This design comes from an exercise in tuning for a short achievable clock period and few clock cycles on the open sky130 flow, not from production work. In this exercise RTL edits were held to simulation tests only and were not proved equivalent to the original. Power is estimated from default activity; no workload was simulated.

==> flow/design.v <==
module mips_core (
    input             clock,
    input             reset,
    output     [31:2] mem_addr,
    output            mem_we,
    output      [3:0] mem_be,      
    output     [31:0] mem_wdata,
    input      [31:0] mem_rdata
);
    localparam L_B = 3'd0, L_H = 3'd1, L_WL = 3'd2, L_W = 3'd3, L_BU = 3'd4,
               L_HU = 3'd5, L_WR = 3'd6;
    localparam S_B = 3'd0, S_H = 3'd1, S_WL = 3'd2, S_W = 3'd3, S_WR = 3'd4;
    localparam B_EQ = 3'd0, B_NE = 3'd1, B_LEZ = 3'd2, B_GTZ = 3'd3,
               B_LTZ = 3'd4, B_GEZ = 3'd5;
    reg [31:2] maddr;
    reg        o_we;
    reg  [3:0] o_be;
    reg [31:0] o_wdata;
    reg [31:2] fpc;
    reg        d_valid;
    reg [31:0] d_ir;
    reg [31:2] d_pc1;       
    reg [31:2] d_pc2;       
    reg [31:18] d_hi_p1;    
    reg [31:18] d_hi_m1;    
    reg        e_wr;         
    reg  [4:0] e_dst;
    reg [31:0] e_a;
    reg [31:0] e_b;
    reg [31:0] e_rt;
    reg  [4:0] e_shamt;
    reg        e_s_add, e_s_sub, e_s_and, e_s_or, e_s_xor, e_s_nor,
               e_s_slt, e_s_sltu, e_s_sll, e_s_srl, e_s_sra, e_s_b, e_s_one;
    reg        e_ovadd, e_ovsub;
    reg        e_late;       
    reg        e_memop;      
    reg        e_store;
    reg  [2:0] e_lkind;
    reg  [2:0] e_skind;
    reg        e_br;         
    reg  [2:0] e_bkind;
    reg        e_pred;       
    reg        e_jr;         
    reg [31:2] e_alt;        
    reg        m_memop;
    reg        m_load;
    reg        m_wr;
    reg  [4:0] m_dst;
    reg [31:0] m_val;
    reg [31:0] m_rt;
    reg  [1:0] m_ba;
    reg  [2:0] m_lkind;
    reg        w_wr;
    reg        w_load;
    reg  [4:0] w_dst;
    reg [31:0] w_val;
    reg [31:0] w_raw;
    reg [31:0] w_rt;
    reg  [1:0] w_ba;
    reg  [2:0] w_lkind;
    assign mem_addr  = maddr;
    assign mem_we    = o_we;
    assign mem_be    = o_be;
    assign mem_wdata = o_wdata;
    wire [31:0] ins = d_ir;
    wire  [5:0] op  = ins[31:26];
    wire  [5:0] fn  = ins[5:0];
    wire  [4:0] rs  = ins[25:21];
    wire  [4:0] rt  = ins[20:16];
    wire  [4:0] rd  = ins[15:11];
    wire [31:0] simm = {{16{ins[15]}}, ins[15:0]};
    wire [31:0] zimm = {16'd0, ins[15:0]};
    reg        d_wr;
    reg  [4:0] d_dst;
    reg        d_use_rs, d_use_rt;
    reg        d_useimm;
    reg [31:0] d_imm;
    reg        d_link;
    reg        d_varshift;
    reg        s_add, s_sub, s_and, s_or, s_xor, s_nor, s_slt, s_sltu,
               s_sll, s_srl, s_sra, s_b, s_one;
    reg        d_ovadd, d_ovsub;
    reg        d_load, d_store;
    reg  [2:0] d_lkind, d_skind;
    reg        d_br;
    reg  [2:0] d_bkind;
    reg        d_j;          
    reg        d_jr;
    always @* begin
        d_wr = 1'b0; d_dst = rd; d_use_rs = 1'b0; d_use_rt = 1'b0;
        d_useimm = 1'b0; d_imm = simm; d_link = 1'b0; d_varshift = 1'b0;
        s_add = 1'b0; s_sub = 1'b0; s_and = 1'b0; s_or = 1'b0; s_xor = 1'b0;
        s_nor = 1'b0; s_slt = 1'b0; s_sltu = 1'b0; s_sll = 1'b0; s_srl = 1'b0;
        s_sra = 1'b0; s_b = 1'b0; s_one = 1'b0;
        d_ovadd = 1'b0; d_ovsub = 1'b0;
        d_load = 1'b0; d_store = 1'b0; d_lkind = L_W; d_skind = S_W;
        d_br = 1'b0; d_bkind = B_EQ; d_j = 1'b0; d_jr = 1'b0;
        case (op)
        6'b000000: begin
            d_use_rs = 1'b1; d_use_rt = 1'b1;
            case (fn)
            6'b000000: begin d_wr = 1'b1; s_sll = 1'b1; d_use_rs = 1'b0; end
            6'b000010: begin d_wr = 1'b1; s_srl = 1'b1; d_use_rs = 1'b0; end
            6'b000011: begin d_wr = 1'b1; s_sra = 1'b1; d_use_rs = 1'b0; end
            6'b000100: begin d_wr = 1'b1; s_sll = 1'b1; d_varshift = 1'b1; end
            6'b000110: begin d_wr = 1'b1; s_srl = 1'b1; d_varshift = 1'b1; end
            6'b000111: begin d_wr = 1'b1; s_sra = 1'b1; d_varshift = 1'b1; end
            6'b001000: begin d_jr = 1'b1; d_use_rt = 1'b0; end                      
            6'b001001: begin d_jr = 1'b1; d_use_rt = 1'b0; d_wr = 1'b1; d_link = 1'b1; s_b = 1'b1; end  
            6'b100000: begin d_wr = 1'b1; s_add = 1'b1; d_ovadd = 1'b1; end
            6'b100001: begin d_wr = 1'b1; s_add = 1'b1; end
            6'b100010: begin d_wr = 1'b1; s_sub = 1'b1; d_ovsub = 1'b1; end
            6'b100011: begin d_wr = 1'b1; s_sub = 1'b1; end
            6'b100100: begin d_wr = 1'b1; s_and = 1'b1; end
            6'b100101: begin d_wr = 1'b1; s_or  = 1'b1; end
            6'b100110: begin d_wr = 1'b1; s_xor = 1'b1; end
            6'b100111: begin d_wr = 1'b1; s_nor = 1'b1; end
            6'b101010: begin d_wr = 1'b1; s_slt = 1'b1; end
            6'b101011: begin d_wr = 1'b1; s_sltu = 1'b1; end
            default: begin d_use_rs = 1'b0; d_use_rt = 1'b0; end
            endcase
        end
        6'b000001: begin  
            d_dst = 5'd31; d_use_rs = 1'b1;
            case (rt)
            5'b00000: begin d_br = 1'b1; d_bkind = B_LTZ; end
            5'b00001: begin d_br = 1'b1; d_bkind = B_GEZ; end
            5'b10000: begin d_br = 1'b1; d_bkind = B_LTZ; d_wr = 1'b1; d_link = 1'b1; s_b = 1'b1; end
            5'b10001: begin d_br = 1'b1; d_bkind = B_GEZ; d_wr = 1'b1; d_link = 1'b1; s_b = 1'b1; end
            default: d_use_rs = 1'b0;
            endcase
        end
        6'b000010: d_j = 1'b1;                                                    
        6'b000011: begin d_j = 1'b1; d_wr = 1'b1; d_link = 1'b1; s_b = 1'b1; d_dst = 5'd31; end  
        6'b000100: begin d_br = 1'b1; d_bkind = B_EQ;  d_use_rs = 1'b1; d_use_rt = 1'b1; end
        6'b000101: begin d_br = 1'b1; d_bkind = B_NE;  d_use_rs = 1'b1; d_use_rt = 1'b1; end
        6'b000110: begin d_br = 1'b1; d_bkind = B_LEZ; d_use_rs = 1'b1; end
        6'b000111: begin d_br = 1'b1; d_bkind = B_GTZ; d_use_rs = 1'b1; end
        6'b001000: begin d_wr = 1'b1; d_dst = rt; d_use_rs = 1'b1; d_useimm = 1'b1; s_add = 1'b1; d_ovadd = 1'b1; end
        6'b001001: begin d_wr = 1'b1; d_dst = rt; d_use_rs = 1'b1; d_useimm = 1'b1; s_add = 1'b1; end
        6'b001010: begin d_wr = 1'b1; d_dst = rt; d_use_rs = 1'b1; d_useimm = 1'b1; s_slt = 1'b1; end
        6'b001011: begin d_wr = 1'b1; d_dst = rt; d_use_rs = 1'b1; d_useimm = 1'b1; s_sltu = 1'b1; end
        6'b001100: begin d_wr = 1'b1; d_dst = rt; d_use_rs = 1'b1; d_useimm = 1'b1; d_imm = zimm; s_and = 1'b1; end
        6'b001101: begin d_wr = 1'b1; d_dst = rt; d_use_rs = 1'b1; d_useimm = 1'b1; d_imm = zimm; s_or  = 1'b1; end
        6'b001110: begin d_wr = 1'b1; d_dst = rt; d_use_rs = 1'b1; d_useimm = 1'b1; d_imm = zimm; s_xor = 1'b1; end
        6'b001111: begin d_wr = 1'b1; d_dst = rt; d_useimm = 1'b1; d_imm = {ins[15:0], 16'd0}; s_b = 1'b1; end  
        6'b100000: begin d_wr = 1'b1; d_dst = rt; d_use_rs = 1'b1; d_useimm = 1'b1; d_load = 1'b1; d_lkind = L_B;  end
        6'b100001: begin d_wr = 1'b1; d_dst = rt; d_use_rs = 1'b1; d_useimm = 1'b1; d_load = 1'b1; d_lkind = L_H;  end
        6'b100010: begin d_wr = 1'b1; d_dst = rt; d_use_rs = 1'b1; d_use_rt = 1'b1; d_useimm = 1'b1; d_load = 1'b1; d_lkind = L_WL; end
        6'b100011: begin d_wr = 1'b1; d_dst = rt; d_use_rs = 1'b1; d_useimm = 1'b1; d_load = 1'b1; d_lkind = L_W;  end
        6'b100100: begin d_wr = 1'b1; d_dst = rt; d_use_rs = 1'b1; d_useimm = 1'b1; d_load = 1'b1; d_lkind = L_BU; end
        6'b100101: begin d_wr = 1'b1; d_dst = rt; d_use_rs = 1'b1; d_useimm = 1'b1; d_load = 1'b1; d_lkind = L_HU; end
        6'b100110: begin d_wr = 1'b1; d_dst = rt; d_use_rs = 1'b1; d_use_rt = 1'b1; d_useimm = 1'b1; d_load = 1'b1; d_lkind = L_WR; end
        6'b101000: begin d_use_rs = 1'b1; d_use_rt = 1'b1; d_useimm = 1'b1; d_store = 1'b1; d_skind = S_B;  end
        6'b101001: begin d_use_rs = 1'b1; d_use_rt = 1'b1; d_useimm = 1'b1; d_store = 1'b1; d_skind = S_H;  end
        6'b101010: begin d_use_rs = 1'b1; d_use_rt = 1'b1; d_useimm = 1'b1; d_store = 1'b1; d_skind = S_WL; end
        6'b101011: begin d_use_rs = 1'b1; d_use_rt = 1'b1; d_useimm = 1'b1; d_store = 1'b1; d_skind = S_W;  end
        6'b101110: begin d_use_rs = 1'b1; d_use_rt = 1'b1; d_useimm = 1'b1; d_store = 1'b1; d_skind = S_WR; end
        6'b110000: begin d_wr = 1'b1; d_dst = rt; d_use_rs = 1'b1; d_useimm = 1'b1; d_load = 1'b1; d_lkind = L_W; end  
        6'b111000: begin d_wr = 1'b1; d_dst = rt; d_use_rs = 1'b1; d_use_rt = 1'b1; d_useimm = 1'b1;              
                         d_store = 1'b1; d_skind = S_W; s_one = 1'b1; end
        default: ;
        endcase
    end
    reg [31:0] regs [1:31];
    wire [31:0] rf_a = (rs == 5'd0) ? 32'd0 : regs[rs];
    wire [31:0] rf_b = (rt == 5'd0) ? 32'd0 : regs[rt];
    wire [31:0] sum;
    wire [31:0] diff;
    wire        sum_co, diff_co;
    mips_add32 ADD (.a(e_a), .b(e_b),  .cin(1'b0), .s(sum),  .cout(sum_co));
    mips_add32 SUB (.a(e_a), .b(~e_b), .cin(1'b1), .s(diff), .cout(diff_co));
    wire        ovf    = (e_ovadd & (e_a[31] == e_b[31]) & (sum[31] != e_a[31])) |
                         (e_ovsub & (e_a[31] != e_b[31]) & (diff[31] != e_a[31]));
    wire        slt    = (e_a[31] != e_b[31]) ? e_a[31] : diff[31];
    wire        sltu   = ~diff_co;
    wire [31:0] shl    = e_b << e_shamt;
    wire [31:0] shr    = e_b >> e_shamt;
    wire [31:0] sha    = $signed(e_b) >>> e_shamt;
    wire [31:0] ex_other =
        ({32{e_s_and}}  & (e_a & e_b))  |
        ({32{e_s_or}}   & (e_a | e_b))  |
        ({32{e_s_xor}}  & (e_a ^ e_b))  |
        ({32{e_s_nor}}  & ~(e_a | e_b)) |
        ({32{e_s_sll}}  & shl)          |
        ({32{e_s_srl}}  & shr)          |
        ({32{e_s_sra}}  & sha)          |
        ({32{e_s_b}}    & e_b);
    wire        ex_cmp    = (e_s_slt & slt) | (e_s_sltu & sltu);
    wire [31:0] ex_result = ({32{e_s_add}} & sum) | ({32{e_s_sub}} & diff) | ex_other | {31'd0, ex_cmp};
    wire ex_wr = e_wr & ~ovf;
    wire a_eq  = (e_a == e_rt);
    wire a_neg = e_a[31];
    wire a_zero = (e_a == 32'd0);
    reg  taken;
    always @* begin
        case (e_bkind)
        B_EQ:    taken = a_eq;
        B_NE:    taken = ~a_eq;
        B_LEZ:   taken = a_neg | a_zero;
        B_GTZ:   taken = ~a_neg & ~a_zero;
        B_LTZ:   taken = a_neg;
        default: taken = ~a_neg;
        endcase
    end
    wire        redirect   = e_jr | (e_br & (taken != e_pred));
    wire [31:2] redir_addr = e_jr ? e_a[31:2] : e_alt;
    wire  [1:0] ba = e_a[1:0] + e_b[1:0];
    reg   [3:0] st_be;
    reg  [31:0] st_data;
    always @* begin
        case (e_skind)
        S_B: begin
            st_be   = 4'b1000 >> ba;
            st_data = {4{e_rt[7:0]}};
        end
        S_H: begin
            st_be   = ba[1] ? 4'b0011 : 4'b1100;
            st_data = {2{e_rt[15:0]}};
        end
        S_WL: begin
            st_be   = 4'b1111 >> ba;
            st_data = e_rt >> {ba, 3'b000};
        end
        S_WR: begin
            st_be   = 4'b1111 << (2'd3 - ba);
            st_data = e_rt << {(2'd3 - ba), 3'b000};
        end
        default: begin
            st_be   = 4'b1111;
            st_data = e_rt;
        end
        endcase
    end
    reg  [7:0] byte_sel;
    reg [31:0] ld_val;
    wire [15:0] half_sel = w_ba[1] ? w_raw[15:0] : w_raw[31:16];
    always @* begin
        case (w_ba)
        2'd0: byte_sel = w_raw[31:24];
        2'd1: byte_sel = w_raw[23:16];
        2'd2: byte_sel = w_raw[15:8];
        default: byte_sel = w_raw[7:0];
        endcase
        case (w_lkind)
        L_B:  ld_val = {{24{byte_sel[7]}}, byte_sel};
        L_H:  ld_val = {{16{half_sel[15]}}, half_sel};
        L_WL: case (w_ba)
              2'd0: ld_val = w_raw;
              2'd1: ld_val = {w_raw[23:0], w_rt[7:0]};
              2'd2: ld_val = {w_raw[15:0], w_rt[15:0]};
              default: ld_val = {w_raw[7:0], w_rt[23:0]};
              endcase
        L_BU: ld_val = {24'd0, byte_sel};
        L_HU: ld_val = {16'd0, half_sel};
        L_WR: case (w_ba)
              2'd0: ld_val = {w_rt[31:8], w_raw[31:24]};
              2'd1: ld_val = {w_rt[31:16], w_raw[31:16]};
              2'd2: ld_val = {w_rt[31:24], w_raw[31:8]};
              default: ld_val = w_raw;
              endcase
        default: ld_val = w_raw;
        endcase
    end
    wire [31:0] wb_val = w_load ? ld_val : w_val;
    wire fe_a = e_wr & (e_dst == rs);
    wire fe_b = e_wr & (e_dst == rt);
    wire fm_a = m_wr & (m_dst == rs);
    wire fm_b = m_wr & (m_dst == rt);
    wire fw_a = w_wr & (w_dst == rs);
    wire fw_b = w_wr & (w_dst == rt);
    wire [31:0] va_old = fm_a ? m_val : fw_a ? wb_val : rf_a;
    wire [31:0] vb_old = fm_b ? m_val : fw_b ? wb_val : rf_b;
    wire [31:0] va = fe_a ? ex_result : va_old;
    wire [31:0] vb = fe_b ? ex_result : vb_old;
    wire        fb_sel  = fe_b & ~d_link & ~d_useimm;
    wire        fs_sel  = fe_a & d_varshift;
    wire [31:0] b_old   = d_link ? {d_pc2, 2'b00} : (d_useimm ? d_imm : vb_old);
    wire  [4:0] sh_old  = d_varshift ? va_old[4:0] : ins[10:6];
    wire [31:0] nx_a  = ({32{fe_a & e_s_add}} & sum) | ({32{fe_a & e_s_sub}} & diff) |
                        ({32{fe_a}} & ex_other) | {31'd0, fe_a & ex_cmp} | ({32{~fe_a}} & va_old);
    wire [31:0] nx_b  = ({32{fb_sel & e_s_add}} & sum) | ({32{fb_sel & e_s_sub}} & diff) |
                        ({32{fb_sel}} & ex_other) | {31'd0, fb_sel & ex_cmp} | ({32{~fb_sel}} & b_old);
    wire [31:0] nx_rt = ({32{fe_b & e_s_add}} & sum) | ({32{fe_b & e_s_sub}} & diff) |
                        ({32{fe_b}} & ex_other) | {31'd0, fe_b & ex_cmp} | ({32{~fe_b}} & vb_old);
    wire  [4:0] nx_sh = ({5{fs_sel & e_s_add}} & sum[4:0]) | ({5{fs_sel & e_s_sub}} & diff[4:0]) |
                        ({5{fs_sel}} & ex_other[4:0]) | {4'd0, fs_sel & ex_cmp} | ({5{~fs_sel}} & sh_old);
    wire load_use = d_valid & e_late & e_wr &
                    ((d_use_rs & (e_dst == rs)) | (d_use_rt & (e_dst == rt)));
    wire fetch_ok = ~m_memop;
    wire adv      = fetch_ok & ~load_use;
    wire [16:0] br_lo     = {1'b0, d_pc1[17:2]} + {1'b0, ins[15:0]};
    wire [31:18] br_hi    = (br_lo[16] == ins[15]) ? d_pc1[31:18] :
                            br_lo[16] ? d_hi_p1 : d_hi_m1;
    wire [31:2] br_target = {br_hi, br_lo[15:0]};
    wire [31:2] j_target  = {d_pc1[31:28], ins[25:0]};
    wire        d_back    = ins[15];
    wire        d_edep    = e_wr & ((d_use_rs & (e_dst == rs)) | (d_use_rt & (e_dst == rt)));
    wire        d_eq      = (va_old == vb_old);
    wire        d_neg     = va_old[31];
    wire        d_zero    = (va_old == 32'd0);
    reg         d_taken;
    always @* begin
        case (d_bkind)
        B_EQ:    d_taken = d_eq;
        B_NE:    d_taken = ~d_eq;
        B_LEZ:   d_taken = d_neg | d_zero;
        B_GTZ:   d_taken = ~d_neg & ~d_zero;
        B_LTZ:   d_taken = d_neg;
        default: d_taken = ~d_neg;
        endcase
    end
    wire        d_bpred   = d_back;
    wire        d_ptaken  = d_valid & (d_j | (d_br & d_bpred));
    wire [31:2] d_ptarget = d_j ? j_target : br_target;
    wire [31:2] fpc1  = fpc + 30'd1;
    wire [31:2] fpc_n = redirect ? redir_addr :
                        (adv & d_ptaken) ? d_ptarget :
                        adv ? fpc1 : fpc;
    integer i;
    always @(posedge clock) begin
        if (reset) begin
            for (i = 1; i < 32; i = i + 1)
                regs[i] <= 32'd0;
        end else if (w_wr) begin
            regs[w_dst] <= wb_val;
        end
    end
    always @(posedge clock) begin
        if (reset) begin
            fpc     <= 30'd0;
            maddr   <= 30'd0;
            o_we    <= 1'b0;
            o_be    <= 4'd0;
        end else begin
            fpc     <= fpc_n;
            maddr   <= e_memop ? sum[31:2] : fpc_n;
            o_we    <= e_store;
            o_be    <= e_store ? st_be : 4'd0;
        end
        o_wdata <= st_data;
    end
    always @(posedge clock) begin
        if (reset) begin
            d_valid <= 1'b0;
        end else if (redirect) begin
            if (adv) d_valid <= 1'b0;
        end else if (adv) begin
            d_valid <= 1'b1;
        end
        if (adv) begin
            d_ir <= mem_rdata;
            d_pc1 <= fpc1;
            d_pc2 <= fpc + 30'd2;
            d_hi_p1 <= fpc1[31:18] + 14'd1;
            d_hi_m1 <= fpc1[31:18] - 14'd1;
        end
    end
    wire go = adv & d_valid;
    always @(posedge clock) begin
        if (reset || !go) begin
            e_wr    <= 1'b0;
            e_late  <= 1'b0;
            e_memop <= 1'b0;
            e_store <= 1'b0;
            e_br    <= 1'b0;
            e_jr    <= 1'b0;
        end else begin
            e_wr    <= d_wr & (d_dst != 5'd0);
            e_late  <= d_load | (d_store & s_one) | d_ovadd | d_ovsub;
            e_memop <= d_load | d_store;
            e_store <= d_store;
            e_br    <= d_br;
            e_jr    <= d_jr;
        end
        begin
            e_dst    <= d_dst;
            e_a      <= nx_a;
            e_b      <= nx_b;
            e_rt     <= nx_rt;
            e_shamt  <= nx_sh;
            e_s_add  <= s_add | d_load | d_store;
            e_s_sub  <= s_sub;
            e_s_and  <= s_and;
            e_s_or   <= s_or;
            e_s_xor  <= s_xor;
            e_s_nor  <= s_nor;
            e_s_slt  <= s_slt;
            e_s_sltu <= s_sltu;
            e_s_sll  <= s_sll;
            e_s_srl  <= s_srl;
            e_s_sra  <= s_sra;
            e_s_b    <= s_b;
            e_s_one  <= s_one;
            e_ovadd  <= d_ovadd;
            e_ovsub  <= d_ovsub;
            e_lkind  <= d_lkind;
            e_skind  <= d_skind;
            e_bkind  <= d_bkind;
            e_pred   <= d_back;
            e_alt    <= d_back ? d_pc2 : br_target;    
        end
    end
    always @(posedge clock) begin
        if (reset) begin
            m_memop <= 1'b0;
            m_load  <= 1'b0;
            m_wr    <= 1'b0;
        end else begin
            m_memop <= e_memop;
            m_load  <= e_memop & ~e_store;
            m_wr    <= ex_wr;
        end
        m_dst   <= e_dst;
        m_val   <= e_s_one ? 32'd1 : ex_result;
        m_rt    <= e_rt;
        m_ba    <= ba;
        m_lkind <= e_lkind;
    end
    always @(posedge clock) begin
        if (reset) begin
            w_wr    <= 1'b0;
        end else begin
            w_wr    <= m_wr;
        end
        w_load  <= m_load;
        w_dst   <= m_dst;
        w_val   <= m_val;
        w_raw   <= mem_rdata;
        w_rt    <= m_rt;
        w_ba    <= m_ba;
        w_lkind <= m_lkind;
    end
endmodule
module mips_add32 (
    input  [31:0] a,
    input  [31:0] b,
    input         cin,
    output [31:0] s,
    output        cout
);
    wire [7:0] bg, bp;               
    wire [3:0] s0 [0:7];
    wire [3:0] s1 [0:7];
    genvar k;
    generate
        for (k = 0; k < 8; k = k + 1) begin : blk
            assign {bg[k], s0[k]} = {1'b0, a[4*k+3:4*k]} + {1'b0, b[4*k+3:4*k]};
            assign {bp[k], s1[k]} = {1'b0, a[4*k+3:4*k]} + {1'b0, b[4*k+3:4*k]} + 5'd1;
        end
    endgenerate
    wire [7:0] g0 = {bg[7:1], bg[0] | (bp[0] & cin)};
    wire [7:0] p0 = {bp[7:1], 1'b0};
    wire [7:0] g1 = {g0[7:1] | (p0[7:1] & g0[6:0]), g0[0]};
    wire [7:0] p1 = {p0[7:1] & p0[6:0], p0[0]};
    wire [7:0] g2 = {g1[7:2] | (p1[7:2] & g1[5:0]), g1[1:0]};
    wire [7:0] p2 = {p1[7:2] & p1[5:0], p1[1:0]};
    wire [7:0] g3 = {g2[7:4] | (p2[7:4] & g2[3:0]), g2[3:0]};
    wire [8:0] c  = {g3, cin};       
    generate
        for (k = 0; k < 8; k = k + 1) begin : sel
            assign s[4*k+3:4*k] = c[k] ? s1[k] : s0[k];
        end
    endgenerate
    assign cout = c[8];
endmodule
==> flow/flow/run.sh <==
#!/bin/bash
# The standard ORFS layout (the standard.sh: standard synthesis, floorplan,
# placement, CTS, routing), with timing repair asked to aim for a 3.2 ns
# period: ORFS only repairs paths whose slack is below SETUP_SLACK_MARGIN, so
# at the design's 10 ns clock its default effort stops well short of what
# the design can reach. Slew and capacitance repair aim further below the
# library limits, so that the heavier timing repair leaves no violation.
# The clock, constraints and everything else are the standard flow's.
# make's full output goes to standard.log here; ORFS keeps each step's own
# log under orfs/logs.
set -euo pipefail
bash standard.sh SETUP_SLACK_MARGIN=6.8 SLEW_MARGIN=40 CAP_MARGIN=40 finish > standard.log 2>&1
==> flow/standard.sh <==
#!/bin/bash
# synth_recipe.tcl (not shown) runs the flow's synth.tcl, then flattens the netlist and writes it again
# the make line also repeats each setting of config.mk as NAME=value (left out here)
make -C /OpenROAD-flow-scripts/flow DESIGN_CONFIG=/design/flow/config.mk WORK_HOME=/design/flow/orfs CLKGATE_MAP_FILE= SYNTH_SCRIPT=/design/flow/synth_recipe.tcl "${@:-finish}"
==> flow/config.mk <==
export PLATFORM = sky130hd
export DESIGN_NAME = mips_core
export DESIGN_NICKNAME = mips_core
export VERILOG_FILES = /design/flow/design.v
export SDC_FILE = /design/flow/constraint.sdc
export NUM_CORES = 4
export LEC_CHECK = 0
export CAP_MARGIN = 20
export CORE_MARGIN = 2
export CORE_UTILIZATION = 40
export SLEW_MARGIN = 20
==> flow/constraint.sdc <==
create_clock -name core_clock -period 10.0 [get_ports {clock}]
set_input_delay 2.0000 -clock core_clock [delete_from_list [all_inputs] [get_ports {clock}]]
set_output_delay 2.0000 -clock core_clock [all_outputs]
set_load 0.01 [all_outputs]
==> results of run 1 <==
==> Yosys cell counts, drive strengths merged, types with 25 or more instances <==
library cell and number:
nor2 1343, edfxtp 1143, mux4 709, clkbuf 520, dfxtp 479, nand2 436, o21ai 267, mux2i 236
a21oi 211, inv 195, xnor2 153, buf 140, ha 132, nand3 88, nor3 84, xor2 75
o221ai 74, a211oi 69, mux2 65, a221oi 60, o211ai 57, a21o 45, o22ai 44, a222oi 38
nand4 38, nor2b 36, nor4 35, nand2b 33, and3 29, o21a 28, and2 25
==> cell families (layout without fill, tap and decap cells) <==
family	count (synthesis)	after routing	synth area share (%)
AND/OR/NAND/NOR	2229	2253	10.8
flip-flops	1622	1622	50.1
AO/OA/AOI/OAI	1138	1139	8.93
multiplexers	1010	1010	21.8
buffers and inverters	862	1177	3.89
XOR/XNOR	228	228	2.29
adder cells (fa/ha/maj)	149	149	2.27
other	0	3	0
==> power by group through the flow <==
stage | clock network (uW) | registers, uW | logic, uW
after detailed placement | 0 | 8400 | 4920
after global routing | 6940 | 8310 | 6730
after CTS | 6660 | 8250 | 5910
after global placement | 0 | 8380 | 4850
after floorplan | 0 | 8050 | 3220
final | 6660 | 8300 | 6510
==> worst register-to-register path, stage by stage, from the launching register on <==
cell	delay (ns)
sky130_fd_sc_hd__dfxtp_4	0.40
sky130_fd_sc_hd__inv_4	0.05
sky130_fd_sc_hd__ha_4	0.16
sky130_fd_sc_hd__fa_1	0.52
sky130_fd_sc_hd__ha_2	0.20
sky130_fd_sc_hd__o211ai_1	0.10
sky130_fd_sc_hd__buf_4	0.18
sky130_fd_sc_hd__a211oi_4	0.23
sky130_fd_sc_hd__buf_12	0.16
sky130_fd_sc_hd__o2111ai_4	0.17
sky130_fd_sc_hd__and3_4	0.25
sky130_fd_sc_hd__o211a_1	0.20
sky130_fd_sc_hd__a2111o_1	0.48
sky130_fd_sc_hd__mux2_4	0.36
sky130_fd_sc_hd__a31o_4	0.22
==> registers in the layout, summed over array words and instances, names as in the netlist, 32 cells and up, named ones only <==
register and flops:
w_val 32, m_val 32, w_rt 32, e_a 32, o_wdata 32, m_rt 32, e_b 32, w_raw 32
d_ir 32, regs 1024, e_rt 32
==> area by class of cell <==
class	instances	area, um2	share of cell area, %
tap	2854	3570	3.31
multi-input combinational	4779	45600	42.4
clock buffer	222	4800	4.46
sequential	1622	44300	41.1
timing repair inverter	4	35.0	0.0325
clock inverter	96	981	0.910
antenna	3	7.51	0.00697
timing repair buffer	655	7640	7.09
inverter	200	816	0.757
==> metrics by stage <==
step,area (um2),instances
2_1_floorplan,88800,7238
4_1_cts,105000,10300
3_3_place_gp,92000,9692
3_5_place_dp,92300,9705
5_1_grt,108000,10400
6_report,108000,10400
==> layer usage <==
layer,vias to the layer above,track usage [%]
li1,27800,-
met5,-,0
met3,1168,8.70
met4,8,20.8
met2,5005,50.6
met1,35200,40.3
==> cell usage in the layout, fill, tap and decap left out, types with 39 or more instances in the layout <==
cell type,synthesis,routed
sky130_fd_sc_hd__nand3_1,87,78
sky130_fd_sc_hd__o221ai_1,74,55
sky130_fd_sc_hd__clkbuf_16,0,185
sky130_fd_sc_hd__a21oi_2,1,55
sky130_fd_sc_hd__mux4_2,709,709
sky130_fd_sc_hd__o211ai_1,57,57
sky130_fd_sc_hd__nand2_8,0,52
sky130_fd_sc_hd__buf_6,2,139
sky130_fd_sc_hd__dfxtp_2,0,110
sky130_fd_sc_hd__buf_4,3,324
sky130_fd_sc_hd__nand2_1,434,351
sky130_fd_sc_hd__nor2_1,1343,1307
sky130_fd_sc_hd__ha_1,132,99
sky130_fd_sc_hd__buf_12,0,52
sky130_fd_sc_hd__o22ai_1,44,42
sky130_fd_sc_hd__a211oi_1,69,40
sky130_fd_sc_hd__xor2_1,75,61
sky130_fd_sc_hd__mux2i_4,0,39
sky130_fd_sc_hd__dfxtp_4,0,54
sky130_fd_sc_hd__o21ai_1,6,43
sky130_fd_sc_hd__mux2i_1,235,180
sky130_fd_sc_hd__xnor2_1,152,124
sky130_fd_sc_hd__dfxtp_1,479,315
sky130_fd_sc_hd__buf_16,0,43
sky130_fd_sc_hd__o21ai_0,261,188
sky130_fd_sc_hd__edfxtp_1,1143,1143
sky130_fd_sc_hd__inv_1,193,179
sky130_fd_sc_hd__nor3_1,83,59
sky130_fd_sc_hd__mux2_2,65,53
sky130_fd_sc_hd__a21o_1,45,40
sky130_fd_sc_hd__a21oi_1,210,142
sky130_fd_sc_hd__nand2_2,2,39
==> worst paths after layout <==
path | startpoint | slack (ns) | cells after the start | to
worst max-delay path | e_b[0]$_DFF_P_ | 6.22 | 14 | e_b[28]$_DFF_P_
worst min-delay path | m_rt[31]$_DFF_P_ | 0.31 | 0 | w_rt[31]$_DFF_P_
worst max register to register | e_b[0]$_DFF_P_ | 6.22 | 14 | e_b[28]$_DFF_P_
worst min register to register | m_rt[31]$_DFF_P_ | 0.31 | 0 | w_rt[31]$_DFF_P_
==> what timing repair did <==
| action | in CTS | in global routing |
|---|---|---|
| pin swaps | 138 | 123 |
| setup endpoints to repair | 1987 | 741 |
| gates cloned | 62 | 12 |
| gates resized for setup | 1105 | 386 |
| endpoints found under the hold margin | 0 | 0 |
| setup buffers | 254 | 80 |
==> reports/results.txt, run 1 <==
The number of buffers and inverters on the critical path is 3. Counting every instance in the synthesized netlist gives 7238. The tools report the synthesized netlist net count as 7421. The run gives 0 as the post-detailed-route count of antenna-violating nets.

In this design, the largest share of critical-path delay is due to compound AO/OA/AOI/OAI gates. The number of H-tree levels is 4. Timing would allow up to 265 MHz. The clock drives 1622 sinks. The internal power of the cells totals 14100 uW.

Number of buffer cells added on primary ports: 100. Final setup skew: 0.0617 ns. The worst setup path is captured at a flop. For the total power of the final layout, the log shows 21500 uW.

In the routed design, unresolved DRC markers number 0. Measured against its own limit, the worst slew margin works out to 34.1%. In this run the static leakage power is 0.0389 uW.

The largest single stage delay on the critical path is 0.52 ns. The routed wire length on met3 was 44.1 mm; the required time at the worst-slack endpoint was 10.76 ns. Walking the worst path, the cells encountered are inv_4 > ha_4 > fa_1 > ha_2 > o211ai_1 > buf_4 > a211oi_4 > buf_12 > o2111ai_4 > and3_4 > o211a_1 > a2111o_1 > mux2_4 > a31o_4.

Cells with a size suffix above 1 make up 33.2% of the layout. Number of endpoints with negative hold slack in the final report: 0. The run gives 4.53 ns as the arrival time at the worst endpoint. The run gives 12 as the number of antenna violations at the first check in global routing.

The standard-cell row count is 171, and the total track usage is 32.6%. The logs give 1 for the Yosys warning count and 49.6% for the end-of-flow core utilization. In the synthesized netlist the dominant register cell turns out to be sky130_fd_sc_hd__edfxtp_1. Hold repair after CTS inserted 0 buffers. The tools report the total of max-cap violations as 0.

In the final routing, the length of wire on met1 measures 130 mm. Entering global routing, the biggest net connects 65 pins. STA classifies the critical path startpoint as a flop. After clock tree synthesis, the clock-pin slew on the worst setup and hold paths is 0.06 ns.

Timing analysis after detailed placement gives a worst setup slack of 4.67 ns. Via density per instance: 6.63. The run finished with no timing, DRC or antenna violations. The chip height came out at 472 um. The total overflow left after global routing is 0. The die is 472 um wide.

The post-synthesis instance area came out at 87600 um2. For this run, asynchronously set or reset flops after synthesis account for 0%. In this run, distinct cell masters in the synthesized netlist total 104. Pin placement for this block handled 101 I/O pins. The first routing iteration left 10.7k violations. By startpoint and endpoint, the worst setup path is classified as reg -> reg.

The synthesized design contains 1622 register bits. The net switching component of the power was 7410 uW. At the pin with the least slew margin, the transition time is 0.979 ns. Combinational logic burns 30.3% of the power. Counting flops with a built-in enable in the synthesized netlist gives 1143. The first global-routing pass estimated 517 mm of wire. The type of the tightest min-delay check is reg -> reg. Sorting the synthesized cells by area gives the leading types as sky130_fd_sc_hd__edfxtp_1 (39%), sky130_fd_sc_hd__mux4_2 (18%), sky130_fd_sc_hd__dfxtp_1 (11%).

Layout filler cell count: 18.7k. The total wirelength of the detailed-routed design came out at 372 mm. The latest clock arrival within the worst-skew pair is 0.87 ns.

Of the available clock period, the critical path in the final layout requires 37.8%. The final worst slack is 6.22 ns. The initial core utilization was 40.3%; the area share of the leading cell type in the synthesized netlist was 39.2%. Setup violations remaining at the end of the flow were counted as 0. In this run the worst path has a maximum fanout of 4. Worst hold slack: 0.307 ns. The average wire per cell in the routed design was 35.7 um; the average size of a mapped cell was 12.1 um2.

TritonCTS built the clock tree. Weighted congestion at the end of routability-driven global placement: 0.984. The slowest stage of the critical path belongs to the cell sky130_fd_sc_hd__fa_1. In this run switching power makes up 34.5% of total power.

Sequential elements use 50.1% of the synthesized area. Uppermost metal layer occupied by signal nets: met5. Setup repair after global routing could not meet its margin everywhere. The routed layout has 69.2k vias.

The pre-antenna-repair detailed-routing pass consisted of 10 iterations. The fraction of power consumed by sequential logic is 38.7%. The share of total power dissipated in the clock network is 31.0%. Total length of routed met2 wires: 168 mm. IR analysis of the VDD net gives a maximum drop of 0.215 mV. The worst path in the final design needs a cycle of 3.78 ns, including I/O delays and setup. CTS placed an instance of sky130_fd_sc_hd__clkbuf_16 at the clock tree root.

After routing, the total negative slack on setup checks comes to 0 ns. Dividing total power by cell area gives a power density of 199 nW/um2. Sum of net half-perimeters after detailed placement: 228 mm. Cell type with the highest aggregate area in the netlist: sky130_fd_sc_hd__edfxtp_1. The via count of the first global-routing pass was 67.2k.

The core region is 217000 um2. The tools report the area enclosed by the die boundary as 223000 um2. The total CTS buffers was 174; the number of slew-limit violations in the final report was 0. Compared with the post-synthesis result, the final layout area differs by 22.9%. After the last flow step, the layout net total stands at 7619.

The maximum buffer depth of the clock tree was 3.
Testbench counts, summed over its fixed seeds: cycles 30,161.
==> run 2, diff against run 1 <==
--- a/flow/design.v
+++ b/flow/design.v
@@ -285,9 +285,18 @@
                         ({32{fe_b}} & ex_other) | {31'd0, fe_b & ex_cmp} | ({32{~fe_b}} & vb_old);
     wire  [4:0] nx_sh = ({5{fs_sel & e_s_add}} & sum[4:0]) | ({5{fs_sel & e_s_sub}} & diff[4:0]) |
                         ({5{fs_sel}} & ex_other[4:0]) | {4'd0, fs_sel & ex_cmp} | ({5{~fs_sel}} & sh_old);
-    wire load_use = d_valid & e_late & e_wr &
-                    ((d_use_rs & (e_dst == rs)) | (d_use_rt & (e_dst == rt)));
-    wire fetch_ok = ~m_memop;
+    wire load_use = d_valid & ((e_late & e_wr &
+                    ((d_use_rs & (e_dst == rs)) | (d_use_rt & (e_dst == rt)))) |
+                    (m_load & m_wr &
+                    ((d_use_rs & (m_dst == rs)) | (d_use_rt & (m_dst == rt)))));
+    localparam IC_N = 3;
+    reg  [31:IC_N+2] ic_tag [0:(1<<IC_N)-1];
+    reg       [31:0] ic_word [0:(1<<IC_N)-1];
+    reg  [(1<<IC_N)-1:0] ic_valid;
+    wire [IC_N-1:0] ic_idx  = fpc[IC_N+1:2];
+    reg             f_hit;
+    wire     [31:0] f_word  = m_memop ? ic_word[ic_idx] : mem_rdata;
+    wire fetch_ok = ~m_memop | f_hit;
     wire adv      = fetch_ok & ~load_use;
     wire [16:0] br_lo     = {1'b0, d_pc1[17:2]} + {1'b0, ins[15:0]};
     wire [31:18] br_hi    = (br_lo[16] == ins[15]) ? d_pc1[31:18] :
@@ -314,6 +323,12 @@
     wire        d_ptaken  = d_valid & (d_j | (d_br & d_bpred));
     wire [31:2] d_ptarget = d_j ? j_target : br_target;
     wire [31:2] fpc1  = fpc + 30'd1;
+    wire [IC_N-1:0] ic_idx1 = fpc1[IC_N+1:2];
+    wire            ic_hit1 = ic_valid[ic_idx1] & (ic_tag[ic_idx1] == fpc1[31:IC_N+2]) &
+                              ~(o_we & (maddr[IC_N+1:2] == ic_idx1));
+    wire            f_hit_n = redirect ? 1'b0 :
+                              adv ? (~d_ptaken & ic_hit1) :
+                              (~m_memop | (f_hit & ~(o_we & (maddr[IC_N+1:2] == ic_idx))));
     wire [31:2] fpc_n = redirect ? redir_addr :
                         (adv & d_ptaken) ? d_ptarget :
                         adv ? fpc1 : fpc;
@@ -329,11 +344,13 @@
     always @(posedge clock) begin
         if (reset) begin
             fpc     <= 30'd0;
+            f_hit   <= 1'b0;
             maddr   <= 30'd0;
             o_we    <= 1'b0;
             o_be    <= 4'd0;
         end else begin
             fpc     <= fpc_n;
+            f_hit   <= f_hit_n;
             maddr   <= e_memop ? sum[31:2] : fpc_n;
             o_we    <= e_store;
             o_be    <= e_store ? st_be : 4'd0;
@@ -342,6 +359,19 @@
     end
     always @(posedge clock) begin
         if (reset) begin
+            ic_valid <= {(1<<IC_N){1'b0}};
+        end else if (m_memop) begin
+            if (o_we) ic_valid[maddr[IC_N+1:2]] <= 1'b0;
+        end else begin
+            ic_valid[ic_idx] <= 1'b1;
+        end
+        if (!m_memop) begin
+            ic_tag[ic_idx]  <= fpc[31:IC_N+2];
+            ic_word[ic_idx] <= mem_rdata;
+        end
+    end
+    always @(posedge clock) begin
+        if (reset) begin
             d_valid <= 1'b0;
         end else if (redirect) begin
             if (adv) d_valid <= 1'b0;
@@ -349,7 +379,7 @@
             d_valid <= 1'b1;
         end
         if (adv) begin
-            d_ir <= mem_rdata;
+            d_ir <= f_word;
             d_pc1 <= fpc1;
             d_pc2 <= fpc + 30'd2;
             d_hi_p1 <= fpc1[31:18] + 14'd1;
==> run 2 against run 1 <==
  * Now fails the layout checks on max-capacitance violations, max-slew violations
  * Worst hold slack improved by 0.0083 ns
  * Fmax down 1.2%
  * Flip-flop and latch count grew 452
  * Sequential share of layout area grew 2.5 points
  * Global-route usage down 0.74 points
  * Synthesized cell count rose by 12%
  * Core utilization grew 1.2 points
  * Synthesized area is 21% higher
  * Worst setup slack worse by 0.046 ns
  * Total power is 31% higher
  * Clock skew grew 0.015 ns
  * Register-to-register slack worse by 0.05 ns
  * Largest cell class is now flip-flops and latches
==> reports/results.txt, run 2 <==
The weighted congestion at the end of routability-driven global placement is 1.01 (+2.3%). The run gives 10 (unchanged) as the iteration count of the initial detailed-routing pass. The power density over cell area was 211 nW/um2 (+6.1%). The most numerous cell type found on the critical path is sky130_fd_sc_hd__buf_6.

The count of cells along the worst register-to-register path is 18 (+4). The ratio of final minimum period to clock period is 38.2% (+0.46 points), and the post-placement setup slack is 4.73 ns (+0.0593 ns). The via count of the first global-routing pass is 76.2k (+13%). The transition time at the pin with the least slew margin works out to 1.51 ns (+0.530 ns). The largest family of logic cells by synthesized area is multiplexers. Walking the worst path, the cells encountered are buf_8 > ha_4 > fa_2 > xor2_4 > nand4_1 > a211oi_2 > a211oi_4 > buf_4 > buf_6 > buf_6 > o31ai_4 > buf_6 > nand4_1 > xnor2_2 > a221oi_2 > buf_4 > buf_6 > mux2i_1.

The type of the tightest min-delay check is reg -> reg. The synthesized netlist net count is 8263 (+11%). The final worst slack is 6.18 ns (-0.0456 ns). The post-route minimum period is 3.82 ns (+0.0456 ns), and the total of max-cap violations is 1 (+1). Slack of the worst reg-to-reg path: 6.18 ns (-0.05 ns). The average wire per cell in the routed design was 36.5 um (+2.2%); the setup-violating endpoint count in the final report was 0 (unchanged). Sum of negative setup slack: 0 ns (unchanged). The worst hold path terminates at w_lkind[2]$_DFF_P_.

STA classifies the critical path startpoint as a flop. Setup repair after global routing could not meet its margin everywhere. The run gives 0 (unchanged) as the number of remaining DRC errors. The critical path's slowest cell is sky130_fd_sc_hd__fa_2. The total wirelength of the detailed-routed design is 450 mm (+21%), and the worst hold path cell count is 0 (unchanged). Startpoint of the worst hold path: m_lkind[2]$_DFF_P_. The area share of the leading cell type in the synthesized netlist works out to 45.9% (+6.7 points). The logs give 15.1k (+42%) for the iteration-0 DRC count of the detailed router and 0 (unchanged) for the post-detailed-route count of antenna-violating nets. Flip-flop count of the largest register, all copies and words added: 1024 (unchanged).

The run finished, with violations left. The via density per instance was 6.67 (+0.61%); the core area was 263000 um2 (+21%). The total number of vias is 82.3k (+19%). The commonest non-fill, non-tap cell in the layout was sky130_fd_sc_hd__edfxtp_1. The required time at the worst-slack endpoint was 10.76 ns (about the same); the arrival time at the worst endpoint was 4.59 ns (+0.06 ns). The number of buffer cells added on primary ports came out at 100 (unchanged). Compared with the post-synthesis result, the final layout area differs by 26.1%. The post-synthesis sequential area ratio came out at 54.6% (+4.5 points). Number of flip-flops and latches in the synthesized netlist: 2074 (+28%). The parity-gate share of the synthesized area counting xor and xnor cells is 2.15% (-0.13 points), and the maximum number of pins on one net before global-route repair is 78 (+20%).

The largest registers in the layout are regs (1024), ic_word (256), ic_tag (216). The run gives 2074 (+28%) as the number of clock sinks seen by CTS. The clock transition time at the flip-flop clock pins of the worst setup and hold paths is 0.06 ns (about the same).

The flip-flop cell with the highest count after synthesis was sky130_fd_sc_hd__edfxtp_1. The top cell types in the final layout, fill and taps aside, are sky130_fd_sc_hd__edfxtp_1 (1615), sky130_fd_sc_hd__nor2_1 (1312), sky130_fd_sc_hd__mux4_2 (820). By count the netlist is led by sky130_fd_sc_hd__edfxtp_1 (1615), sky130_fd_sc_hd__nor2_1 (1353), sky130_fd_sc_hd__mux4_2 (820), sky130_fd_sc_hd__clkbuf_1 (507), sky130_fd_sc_hd__nand2_1 (483).

The total CTS buffers is 217 (+25%), and the layout filler cell count is 21.8k (+16%). The root buffer cell is sky130_fd_sc_hd__clkbuf_16. The tools report the hold-fix buffer count after cts as 0 (unchanged). The chip height was 518 um (+9.7%). The tools report the number of nets in the finished design as 8797 (+15%). Among all cell types in the netlist, the one instantiated most often is sky130_fd_sc_hd__edfxtp_1.

Average size of a mapped cell: 13.1 um2 (+8.1%). The global-route congestion overflow total is 0 (unchanged). Type of element capturing the critical path: a flop. For the number of endpoints with negative hold slack in the final report, the log shows 0 (unchanged). The worst IR drop on VDD is 0.205 mV (-4.9%).

Sorting the synthesized cells by area gives the leading types as sky130_fd_sc_hd__edfxtp_1 (46%), sky130_fd_sc_hd__mux4_2 (17%), sky130_fd_sc_hd__dfxtp_1 (8.7%). The synthesized-area fraction occupied by and/or/nand/nor cells was 9.90% (-0.87 points); the area enclosed by the die boundary was 268000 um2 (+20%). The final setup skew was 0.0766 ns (+0.0149 ns); the standard-cell row count was 188 (+9.9%). The tools report the number of library cell types mapped by synthesis as 110 (+5.8%). The global-route wire length before repair came out at 604 mm (+17%).

The layout cell share with drive strength beyond 1 was 34.8% (+1.6 points). The run gives 262 MHz (-1.2%) as the timing-limited maximum frequency. The reasons given for failing layout checks are max-capacitance violations, max-slew violations.

The worst-path maximum fanout works out to 5 (+1). Register ranked first by flip-flop count: regs. The type of the worst setup path was reg -> reg.

The endpoint identified for the worst register-to-register timing path is e_a[23]$_DFF_P_. Of all cell types, the one taking the most synthesized area is sky130_fd_sc_hd__edfxtp_1. The Yosys warning count was 1 (unchanged).

The post-synthesis instance area was 106000 um2 (+21%); the number of antenna violations at the first check in global routing was 40 (+28). The initial core utilization was 40.3% (-0.065 points). Total track usage: 31.9% (-0.74 points). The run gives 4 (unchanged) as the number of H-tree levels. The run gives 0.0482 uW (+24%) as the leakage power figure. The maximum buffer depth of the clock tree was 3 (unchanged); the relative slew slack was -1.38% (-35 points).

The async set or reset register ratio after synthesis was 0% (unchanged); the gate count of the mapped netlist was 8072 (+12%). TritonCTS built the clock tree. The tools report the worst flop-to-flop path startpoint as e_a[8]$_DFF_P_. The mux contribution to synthesized area is 20.8% (-1.0 points). The number of I/O pins is 101 (unchanged), and the area fraction in compound gates after synthesis is 7.28% (-1.6 points). Horizontal extent of the die: 518 um (+9.7%).

The delay of the slowest critical-path stage is 0.42 ns (-0.10 ns), and the number of slew-limit violations in the final report is 7 (+7). The number of enable flip-flop cells after synthesis is 1615 (+41%), and the latest clock arrival within the worst-skew pair is 0.92 ns (+0.05 ns). The sum of net half-perimeters after detailed placement came out at 260 mm (+14%).

The adder-cell share of the synthesized area came out at 1.98% (-0.29 points).
-- run 2: changes by cell type after synthesis, moves of 20 or more --
| cell | previous run | this run |
|---|---|---|
| sky130_fd_sc_hd__dfxtp_1 | 479 | 459 |
| sky130_fd_sc_hd__mux4_2 | 709 | 820 |
| sky130_fd_sc_hd__a31oi_1 | 22 | 51 |
| sky130_fd_sc_hd__nand3_1 | 87 | 116 |
| sky130_fd_sc_hd__nand2b_1 | 33 | 88 |
| sky130_fd_sc_hd__nand2_1 | 434 | 483 |
| sky130_fd_sc_hd__buf_2 | 41 | 81 |
| sky130_fd_sc_hd__edfxtp_1 | 1143 | 1615 |
| sky130_fd_sc_hd__a221oi_1 | 60 | 37 |
| sky130_fd_sc_hd__a211oi_1 | 69 | 46 |
| sky130_fd_sc_hd__a22oi_1 | 15 | 35 |
| sky130_fd_sc_hd__xor2_1 | 75 | 112 |
| sky130_fd_sc_hd__mux2i_1 | 235 | 264 |
| sky130_fd_sc_hd__buf_1 | 94 | 65 |
-- run 2: power breakdown --
group          leakage, uW  switching [uW]  internal (uW)  total [uW]
registers           0.0201             784           9970       10800
clock network      0.00367            3710           4950        8660
logic               0.0244            5160           3560        8730
-- run 2: per-stage QoR --
stage | utilization (%) | instance area, um2 | total power, uW | hold WS (ns) | cells
CTS | 48.8 | 128000 | 27100 | 0.324 | 12100
floorplan | - | 106000 | 14400 | 0.310 | 8072
detailed placement | 42.3 | 111000 | 17000 | 0.312 | 11200
finish | 50.7 | 133000 | 28200 | 0.316 | 12300
global route | 50.7 | 133000 | 28700 | 0.331 | 12300
global placement | 42.2 | 111000 | 17000 | 0.311 | 11200
-- run 2: kinds of logic (layout without fill, tap and decap cells) --
group	after synthesis	after routing
compound gates	1144	1145
other cells	0	14
buf+inv	873	1564
fa+ha+maj	157	157
flops	2074	2074
simple gates	2417	2449
xor+xnor	253	253
mux	1154	1154
-- run 2: layout make-up --
class | count | area [um2] | share of cell area, %
antenna | 14 | 35.0 | 0.0263
clock buffer | 270 | 5860 | 4.40
clock inverter | 139 | 1720 | 1.29
inverter | 193 | 792 | 0.595
multi-input combinational | 5158 | 49800 | 37.4
sequential | 2074 | 58000 | 43.6
tap | 3515 | 4400 | 3.30
timing repair buffer | 958 | 12500 | 9.39
timing repair inverter | 4 | 56.3 | 0.0423
-- run 2: worst max path at each step --
stage / start / endpoint
6_report: e_a[8]$_DFF_P_ / e_a[23]$_DFF_P_
5_1_grt: e_a[8]$_DFF_P_ / e_a[27]$_DFF_P_
4_1_cts: e_b[4]$_DFF_P_ / maddr[27]$_SDFF_PP0_
3_5_place_dp: d_ir[16]$_DFFE_PN_ / e_b[11]$_DFF_P_
3_3_place_gp: d_ir[16]$_DFFE_PN_ / e_b[7]$_DFF_P_
2_1_floorplan: reset / regs[16][0]$_SDFFCE_PN0P_
-- run 2: critical path: cells and delay by family (launching register included) --
kind,cells,cell delay [ns]
compound gates,4,0.88
xor+xnor,2,0.41
fa+ha+maj,2,0.59
buf+inv,7,1.01
flops,1,0.33
mux,1,0.06
simple gates,2,0.40
-- run 2: what timing repair did --
action	CTS	global route
pin swaps	200	175
resized for setup	1324	494
cloned	94	19
setup endpoints to repair	2300	1208
buffers inserted	353	207
-- run 2: per-layer routing --
| layer | share of wire, % | GRT usage, % | up-vias |
|---|---|---|---|
| li1 | - | - | 31900 |
| met1 | 35 | 42.0 | 41700 |
| met2 | 42 | 45.1 | 7154 |
| met3 | 16 | 12.7 | 1481 |
| met4 | 6.6 | 16.5 | 24 |
| met5 | 0.10 | 0.818 | - |
Testbench counts of run 2, summed over its fixed seeds: cycles 29,450.
==> run 3, diff against run 2 <==
==> flow/flow/run.sh (replaced) <==
#!/bin/bash
# The standard ORFS layout (the standard.sh: standard synthesis, floorplan,
# placement, CTS, routing), with timing repair asked to aim for a 2.8 ns
# period: ORFS only repairs paths whose slack is below SETUP_SLACK_MARGIN, so
# at the design's 10 ns clock its default effort stops well short of what
# the design can reach. Slew and capacitance repair aim further below the
# library limits, so that the heavier timing repair leaves no violation.
# The clock, constraints and everything else are the standard flow's.
# make's full output goes to standard.log here; ORFS keeps each step's own
# log under orfs/logs.
set -euo pipefail
bash standard.sh SETUP_SLACK_MARGIN=7.2 SLEW_MARGIN=40 CAP_MARGIN=40 finish > standard.log 2>&1
==> run 3 against run 2 <==
  * Still fails the layout checks on max-capacitance violations, max-slew violations
  * First-iteration DRC count is 13% higher
  * Flip-flop and latch count did not move
  * Die area unchanged
  * Worst hold slack got worse by 0.026 ns
  * Clock power is essentially flat
  * Sequential power is essentially flat
  * Worst setup slack worse by 0.82 ns
  * Critical path depth decreased by 8
==> reports/results.txt, run 3 <==
The worst setup path is captured at a flop. The relative contribution of combinational cells to total power is 32.8% (+1.8 points), and the via density per instance is 6.97 (+4.4%). The tools report the relative slew slack as -39.3% (-38 points).

The average size of a mapped cell was 13.1 um2 (unchanged); the flip-flop count of the largest register, all copies and words added was 1024 (unchanged). The horizontal extent of the die is 518 um (unchanged). For the number of remaining DRC errors, the log shows 0 (unchanged). Chip height: 518 um (unchanged). The tools report the maximum number of pins on one net before global-route repair as 78 (unchanged). End-of-flow core utilization: 54.6% (+3.8 points). The global-route wire length before repair was 660 mm (+9.2%).

The tools report the setup-violating endpoint count in the final report as 0 (unchanged). The async set or reset register ratio after synthesis was 0% (unchanged). The tools report the root buffer cell as sky130_fd_sc_hd__clkbuf_16. The power density over cell area is 202 nW/um2 (-4.5%), and the number of flip-flops and latches in the synthesized netlist is 2074 (unchanged). The clock transition time at the flip-flop clock pins of the worst setup and hold paths is 0.06 ns (about the same).

By area the synthesized netlist is led by sky130_fd_sc_hd__edfxtp_1 (46%), sky130_fd_sc_hd__mux4_2 (17%), sky130_fd_sc_hd__dfxtp_1 (8.7%). The run gives 9284 (+5.5%) as the number of nets in the finished design. The core area is 263000 um2 (unchanged).

The flow ran to the end, but the layout failed its checks. The average wire per cell in the routed design was 41.5 um (+14%); the final setup skew was 0.0886 ns (+0.0121 ns). The number of buffer cells added on primary ports was 100 (unchanged). The global-route congestion overflow total is 0 (unchanged), and the number of antenna violations at the first check in global routing is 60 (+50%). The total of max-cap violations is 3 (+2).

The total track usage was 35.2% (+3.3 points); the post-detailed-route count of antenna-violating nets was 0 (unchanged). The run gives 80.2k (+5.3%) as the via count of the first global-routing pass. The top cell types in the final layout, fill and taps aside, are sky130_fd_sc_hd__edfxtp_1 (1615), sky130_fd_sc_hd__nor2_1 (1087), sky130_fd_sc_hd__mux4_2 (820).

Register ranked first by flip-flop count: regs. Number of clock sinks seen by CTS: 2074 (unchanged). The type of the worst setup path is reg -> reg. The worst-path maximum fanout came out at 22 (+17). The run gives 268000 um2 (unchanged) as the area enclosed by the die boundary. TritonCTS built the clock tree. The run gives 40.3% (unchanged) as the initial core utilization. The commonest cells after synthesis are sky130_fd_sc_hd__edfxtp_1 (1615), sky130_fd_sc_hd__nor2_1 (1353), sky130_fd_sc_hd__mux4_2 (820), sky130_fd_sc_hd__clkbuf_1 (507), sky130_fd_sc_hd__nand2_1 (483). For the number of H-tree levels, the log shows 4 (unchanged). The tools report the worst IR drop on VDD as 0.164 mV (-20%). The final instance area was 143000 um2 (+7.5%). The total CTS buffers was 226 (+4.1%). A clean result was blocked by max-capacitance violations, max-slew violations.

The ratio of final minimum period to clock period came out at 46.4% (+8.2 points). For the Yosys warning count, the log shows 1 (unchanged). The tools report the timing-limited maximum frequency as 215 MHz (-18%). Post-placement setup slack: 4.97 ns (+0.243 ns). Yosys instantiated no cell more often than sky130_fd_sc_hd__edfxtp_1.

Required time at the worst-slack endpoint: 10.80 ns (+0.04 ns). In the synthesized netlist the dominant register cell turns out to be sky130_fd_sc_hd__edfxtp_1. The transition time at the pin with the least slew margin works out to 2.03 ns (+0.522 ns). For the total area of sequential cells, the log shows 58100 um2 (+0.10%). The run gives 7 (unchanged) as the number of slew-limit violations in the final report. The library cell used most frequently in the layout, excluding fill and tap cells, is sky130_fd_sc_hd__edfxtp_1. The logs give 37.3% (-0.9 points) for the fraction of power consumed by sequential logic and 4 (+1) for the maximum buffer depth of the clock tree.

The total number of vias is 89.5k (+8.7%). The number of endpoints with negative hold slack in the final report came out at 0 (unchanged). The worst setup path is launched from a flop. Post-synthesis instance area: 106000 um2 (unchanged). The net switching component of the power was 10100 uW (+4.3%).

The run gives 112000 um2 (+0.46%) as the placement-stage cell area. The clock network fraction of design power came out at 29.9% (-0.9 points). The logs give 101 (unchanged) for the number of I/O pins and 54.6% (unchanged) for the post-synthesis sequential area ratio. The internal power contribution is 18800 uW (+1.8%), and the iteration count of the initial detailed-routing pass is 9 (-1). Setup repair after global routing could not meet its margin everywhere.

The type of the tightest min-delay check is reg -> reg. The cell type with the highest aggregate area in the netlist is sky130_fd_sc_hd__edfxtp_1. The synthesized netlist net count was 8263 (unchanged); the leakage power figure was 0.0526 uW (+9.0%). Total wirelength of the detailed-routed design: 533 mm (+18%).

The post-route minimum period is 4.64 ns (+0.818 ns). The standard-cell row count is 188 (unchanged), and the weighted congestion at the end of routability-driven global placement is 1.02 (+1.0%). The run gives 52200 um2 (+4.8%) as the footprint of the multi-input gates.

For the iteration-0 DRC count of the detailed router, the log shows 17.1k (+13%). The arrival time at the worst endpoint was 5.44 ns (+0.85 ns); the layout filler cell count was 20.6k (-5.4%). The switching part of the total power was 34.9% (+0.55 points); the area growth from synthesis to layout was 35.5%. Number of enable flip-flop cells after synthesis: 1615 (unchanged). The largest registers in the layout are regs (1024), ic_word (256), ic_tag (216).

Layout cell share with drive strength beyond 1: 41.8% (+7.0 points). The run gives 0.289 ns (-0.0264 ns) as the worst hold slack. Area share of the leading cell type in the synthesized netlist: 45.9% (unchanged).

For the latest clock arrival within the worst-skew pair, the log shows 0.94 ns (+0.02 ns). The number of library cell types mapped by synthesis was 110 (unchanged). The gate count of the mapped netlist is 8072 (unchanged), and the final worst slack is 5.36 ns (-0.818 ns). The sum of negative setup slack is 0 ns (unchanged), and the sum of net half-perimeters after detailed placement is 276 mm (+6.3%).
[run 3: metrics by stage]
step                      power, uW  instances
after floorplan               14500       8072
after global placement        17000      11200
after detailed placement      17100      11200
after CTS                     27300      12300
after global routing          29300      12800
final                         28900      12800
[run 3: cell type report]
cell class	count	area share, %
clock buffers	298	4.45
repair inverters	14	0.168
repair buffers	1416	13.9
flip-flops and latches	2074	40.6
diodes	48	0.0839
multi-input cells	5168	36.4
clock inverters	112	0.730
well taps	3515	3.07
inverters	193	0.575
[run 3: metal layers]
metal  GRT usage, %  routed length, um  up-vias  part of all wire [%]
met5              0                910        -                  0.17
met4           22.0              51400       50                   9.7
met3           13.1              92600     2724                    17
met2           49.8             212000     9187                    40
met1           45.5             176000    44500                    33
li1               -                  -    33000                     -
[run 3: cells by family (layout without fill, tap and decap cells)]
kind of cell,after synthesis,count (layout),synth area share (%)
adder cells (fa/ha/maj),157,157,1.98
flip-flops,2074,2074,54.6
AO/OA/AOI/OAI,1144,1145,7.28
AND/OR/NAND/NOR,2417,2458,9.90
buffers and inverters,873,2033,3.34
multiplexers,1154,1155,20.8
other,0,48,0
XOR/XNOR,253,253,2.15
[run 3: repair_timing]
item	4_1_cts	5_1_grt
hold buffers	0	0
cloned	140	102
endpoints found under the setup margin	2744	2059
resized for setup	1661	1032
buffers inserted	555	357
pin swaps	214	232
[run 3: worst paths after layout]
kind	start	endpoint	slack, ns	cells after the start
hold / removal	m_rt[24]$_DFF_P_	w_rt[24]$_DFF_P_	0.29	0
setup reg to reg	d_ir[21]$_DFFE_PN_	e_a[28]$_DFF_P_	5.36	10
hold reg to reg	m_rt[24]$_DFF_P_	w_rt[24]$_DFF_P_	0.29	0
setup / recovery	d_ir[21]$_DFFE_PN_	e_a[28]$_DFF_P_	5.36	10
[run 3: power groups by stage]
stage                     clock (uW)  sequential, uW  combinational, uW
after global routing            8940           10800               9610
final                           8640           10800               9470
after CTS                       8590           10700               8010
after floorplan                    0           10400               4100
after detailed placement           0           10900               6160
after global placement             0           10900               6140
[run 3: critical path, stage by stage, from the launching register on]
cell                       delay (ns)
sky130_fd_sc_hd__edfxtp_1        0.39
sky130_fd_sc_hd__buf_12          0.16
sky130_fd_sc_hd__buf_6           0.31
sky130_fd_sc_hd__buf_12          0.26
sky130_fd_sc_hd__mux4_2          0.56
sky130_fd_sc_hd__mux4_2          0.49
sky130_fd_sc_hd__mux2i_1         1.55
sky130_fd_sc_hd__o221ai_1        0.35
sky130_fd_sc_hd__o21ai_0         0.17
sky130_fd_sc_hd__nor2_1          0.06
sky130_fd_sc_hd__a21o_1          0.18

[port drivers added, routing unchanged]
The flow's constraints put no driver on any port. The routed layouts listed below were extracted and timed again, unchanged, in two steps.
Step 1 (the two cells are an assumption about what drives the block):
set clk [get_ports {clock}]
set_driving_cell -lib_cell sky130_fd_sc_hd__clkbuf_16 $clk
set_driving_cell -lib_cell sky130_fd_sc_hd__buf_2 [delete_from_list [all_inputs] $clk]
Step 2 adds t to the input delays and takes it off the output delays; t is the mean of the earliest and latest rising clock arrival at the registers after step 1. Input paths then give back, and output paths get back, about the clock's delay inside the block.
a / b / c = ideal / step 1 / step 2; a / b = the first two.
| run | t, ns | setup slack, ns | slew at the worst register clock pin (ns) | worst slew at a driven data input, ns | pins driven straight from the clock port |
|---|---|---|---|---|---|
| run 1 | 0.923 | 6.223 / 6.223 / 5.895 | 0.07 / 0.07 | 0.06 | 1 |
| run 2 | 0.991 | 6.178 / 6.178 / 5.673 | 0.08 / 0.08 | 0.12 | 1 |
| run 3 | 0.997 | 5.359 / 5.359 / 5.309 | 0.08 / 0.08 | 0.17 | 1 |
The setup slack of run 2, which loses most, moves by 0.000 ns with the drivers and by -0.505 ns with both steps.
